This is an optimization exercise on Yosys and OpenROAD, whose aim is small area, not a production implementation. In this exercise RTL edits were held to simulation tests only and were not proved equivalent to the original.

## accelerate_matrix
module accelerate_matrix (
    input clk,
    input rst,
    input [31:0]wmatrix,
    input [31:0]xmatrix,
    input [31:0]bias,
    output reg [15:0]out1,
    output reg [15:0]out2,
    output reg [15:0]out3,
    output reg [15:0]out4
);
    reg [3:0] p;
    always @(posedge clk or posedge rst) begin
        if (rst)
            p <= 4'd0;
        else
            p <= (p == 4'd12) ? 4'd0 : p + 4'd1;
    end
    wire ld_w = (p >= 4'd1) && (p <= 4'd4);            
    wire ld_b = (p == 4'd1);                           
    wire ld_p = (p == 4'd1) || (p == 4'd2);            
    wire ld_q = (p == 4'd3) || (p == 4'd4);            
    wire hi   = (p >= 4'd8) && (p <= 4'd11);           
    reg [31:0] r0, r1, r2, r3;
    always @(posedge clk) begin
        r0 <= r1;
        r1 <= r2;
        r2 <= r3;
        r3 <= ld_w ? wmatrix : r0;
    end
    reg [7:0] s0, s1, s2, s3;
    always @(posedge clk) begin
        if (ld_b) begin
            s0 <= bias[31:24];
            s1 <= bias[23:16];
            s2 <= bias[15:8];
            s3 <= bias[7:0];
        end else begin
            s0 <= s1;
            s1 <= s2;
            s2 <= s3;
            s3 <= s0;
        end
    end
    reg [31:0] xp0, xp1, xq0, xq1;
    always @(posedge clk) begin
        xp0 <= xp1;
        xp1 <= ld_p ? xmatrix : xp0;
        xq0 <= xq1;
        xq1 <= ld_q ? xmatrix : xq0;
    end
    wire [31:0] xa = hi ? xq1 : xp1;
    wire [31:0] xb = hi ? xq0 : xp0;
    wire [14:0] ya, yb;
    dot_unit ua (.w(r1), .x(xa), .b(s2), .y(ya));
    dot_unit ub (.w(r1), .x(xb), .b(s2), .y(yb));
    wire ev = ~p[0];
    reg [14:0] e0, e1, e2, e3, e4, o0, o1, o2, o3, o4;
    always @(posedge clk) begin
        e0 <= ev ? ya : yb; e1 <= e0; e2 <= e1; e3 <= e2; e4 <= e3;
        o0 <= ev ? yb : ya; o1 <= o0; o2 <= o1; o3 <= o2; o4 <= o3;
    end
    always @(*) begin
        out1 = {1'b0, e4};
        out2 = {1'b0, o4};
        out3 = {1'b0, e0};
        out4 = {1'b0, o0};
    end
endmodule
For scale: roughly 2400 cells after synthesis, roughly 440 flip-flops, roughly 160 I/O pins, ~25000 µm² of cells after synthesis.
clock: 10.0 ns
lec_check: 0
abc_area: 1
cap_margin: 20
core_margin: 2
core_utilization: 40
cts_buf_list: sky130_fd_sc_hd__clkbuf_16
cts_cluster_diameter: 80
cts_cluster_size: 30
place_density: 0.6
slew_margin: 20
synth_hierarchical: 1
synth_minimum_keep_size: 0
run.sh (not shown) runs the stock make flow with config.mk's settings and CLKGATE_MAP_FILE= SYNTH_SCRIPT=/design/flow/synth_recipe.tcl, a recipe that flattens the netlist after the stock synthesis.
==> next run, changes <==
==> flow/flow/run.sh (new file) <==
#!/bin/bash
# The standard layout (standard.sh: the ORFS flow and synthesis, unchanged),
# with changes that only affect buffering and sizing:
#  - the port buffers are the smallest buffer cell instead of clkdlybuf4s50_1
#    (every port still gets its own buffer);
#  - the buffers Yosys/ABC put in are removed at floorplan, as the
#    timing-driven placement would otherwise do;
#  - clock tree synthesis gets the same settings as config.mk gives it, and
#    inserts no dummy loads.
set -euo pipefail
export BUFFER_PORTS_ARGS="-buffer_cell sky130_fd_sc_hd__buf_1"
export REMOVE_ABC_BUFFERS=1
export CTS_ARGS="-sink_clustering_enable -repair_clock_nets -sink_clustering_size 30 -sink_clustering_max_diameter 80 -buf_list sky130_fd_sc_hd__clkbuf_16 -dont_use_dummy_load"
bash standard.sh finish > standard_flow.log 2>&1
==> flow/standard.sh (new file) <==
#!/bin/bash
# synth_recipe.tcl (not shown) runs the flow's synth.tcl, then flattens the netlist and writes it again
# the make line also repeats each setting of config.mk as NAME=value (left out here)
make -C /OpenROAD-flow-scripts/flow DESIGN_CONFIG=/design/flow/config.mk WORK_HOME=/design/flow/orfs CLKGATE_MAP_FILE= SYNTH_SCRIPT=/design/flow/synth_recipe.tcl "${@:-finish}"
--- a/flow/config.mk
+++ b/flow/config.mk
@@ -9,9 +9,10 @@
 export CAP_MARGIN = 20
 export CORE_MARGIN = 2
-export CORE_UTILIZATION = 40
+export CORE_UTILIZATION = 60
 export CTS_BUF_LIST = sky130_fd_sc_hd__clkbuf_16
 export CTS_CLUSTER_DIAMETER = 80
 export CTS_CLUSTER_SIZE = 30
-export PLACE_DENSITY = 0.6
+export GPL_TIMING_DRIVEN = 0
+export PLACE_DENSITY = 0.75
 export SLEW_MARGIN = 20
 export SYNTH_HIERARCHICAL = 1
removed: flow/run.sh
What happened: The new run completed without violations; core utilization rises by 18 points; count of clock-buffer cells in the layout falls by 3; cell count falls by about 12%; maximum frequency falls by about 1.2%; die area falls by 33%; setup slack loses 0.12 ns; flip-flop and latch count stays the same.
==> next run, changes <==
==> flow/run.sh (new file) <==
#!/bin/bash
# synth_recipe.tcl (not shown) runs the flow's synth.tcl, then flattens the netlist and writes it again
# the make line also repeats each setting of config.mk as NAME=value (left out here)
make -C /OpenROAD-flow-scripts/flow DESIGN_CONFIG=/design/flow/config.mk WORK_HOME=/design/flow/orfs CLKGATE_MAP_FILE= SYNTH_SCRIPT=/design/flow/synth_recipe.tcl finish
--- a/flow/config.mk
+++ b/flow/config.mk
@@ -9,10 +9,9 @@
 export CAP_MARGIN = 20
 export CORE_MARGIN = 2
-export CORE_UTILIZATION = 60
-export CTS_BUF_LIST = sky130_fd_sc_hd__clkbuf_16
-export CTS_CLUSTER_DIAMETER = 80
-export CTS_CLUSTER_SIZE = 30
-export GPL_TIMING_DRIVEN = 0
-export PLACE_DENSITY = 0.75
+export CORE_UTILIZATION = 40
+export CTS_BUF_LIST = sky130_fd_sc_hd__clkbuf_16 sky130_fd_sc_hd__clkbuf_8
+export CTS_CLUSTER_DIAMETER = 60
+export CTS_CLUSTER_SIZE = 20
+export PLACE_DENSITY = 0.6
 export SLEW_MARGIN = 20
 export SYNTH_HIERARCHICAL = 1
removed: flow/flow/run.sh
removed: flow/standard.sh
Wire length rises by 11%; final cell count rose by 14%; area after synthesis is unchanged; via count falls by 0.92%; clock-buffer cell count went up by 14; cell area grows by 8.3%; global-route usage is lower by 7.9 points.
==> next run, changes <==
==> flow/flow/run.sh (new file) <==
#!/bin/bash
# The standard layout (standard.sh: the ORFS flow and synthesis, unchanged),
# with two changes that only affect buffering and sizing:
#  - the port buffers are the smallest buffer cell instead of clkdlybuf4s50_1
#    (every port still gets its own buffer);
#  - the buffers Yosys/ABC put in are removed at floorplan, as the
#    timing-driven placement would otherwise do;

set -euo pipefail
export BUFFER_PORTS_ARGS="-buffer_cell sky130_fd_sc_hd__buf_1"
export REMOVE_ABC_BUFFERS=1
bash standard.sh finish > standard_flow.log 2>&1
==> flow/standard.sh (new file) <==
#!/bin/bash
# synth_recipe.tcl (not shown) runs the flow's synth.tcl, then flattens the netlist and writes it again
# the make line also repeats each setting of config.mk as NAME=value (left out here)
make -C /OpenROAD-flow-scripts/flow DESIGN_CONFIG=/design/flow/config.mk WORK_HOME=/design/flow/orfs CLKGATE_MAP_FILE= SYNTH_SCRIPT=/design/flow/synth_recipe.tcl "${@:-finish}"
--- a/flow/config.mk
+++ b/flow/config.mk
@@ -9,9 +9,10 @@
 export CAP_MARGIN = 20
 export CORE_MARGIN = 2
-export CORE_UTILIZATION = 40
-export CTS_BUF_LIST = sky130_fd_sc_hd__clkbuf_16 sky130_fd_sc_hd__clkbuf_8
-export CTS_CLUSTER_DIAMETER = 60
-export CTS_CLUSTER_SIZE = 20
-export PLACE_DENSITY = 0.6
+export CORE_UTILIZATION = 60
+export CTS_BUF_LIST = sky130_fd_sc_hd__clkbuf_16
+export CTS_CLUSTER_DIAMETER = 80
+export CTS_CLUSTER_SIZE = 30
+export GPL_TIMING_DRIVEN = 0
+export PLACE_DENSITY = 0.75
 export SLEW_MARGIN = 20
 export SYNTH_HIERARCHICAL = 1
removed: flow/run.sh
What happened: Setup slack gets worse by 0.13 ns; count of clock-buffer cells in the layout fell by 13; final area fell by 7.1%; via count rose by about 0.5%; wire length fell by about 10%; utilization rose by 18 points; maximum frequency fell by 1.3%.

## static timing again, ports no longer ideal
The results above use ideal ports. As a check the final layouts listed here were re-extracted and re-timed, cells and wires unchanged. Step 1, drivers: a clkbuf_16 drives clk and a buf_2 each remaining input, both assumed. Step 2 moves the port delays by t, midway between the first and last clock arrival at a register: inputs arrive t later, outputs are due t later. That takes back most of the time a late clock gives input paths. Slacks: no drivers / after step 1 / after step 2; pairs: no drivers / after step 1.
run | shift t [ns] | setup WS [ns] | hold WS [ns] | worst setup path at the end | worst register clock-pin slew, ns
the first run | 0.625 | 0.383 / 0.383 / 0.383 | 0.302 / 0.302 / 0.302 | register to register | 0.11 / 0.11
the second run | 0.597 | 0.266 / 0.266 / 0.266 | 0.305 / 0.305 / 0.305 | register to register | 0.11 / 0.11
the third run | 0.653 | 0.405 / 0.405 / 0.405 | 0.323 / 0.323 / 0.323 | register to register | 0.09 / 0.09
the fourth run | 0.607 | 0.278 / 0.278 / 0.278 | 0.329 / 0.329 / 0.329 | register to register | 0.11 / 0.11
After both steps setup and hold are still met in every run listed.
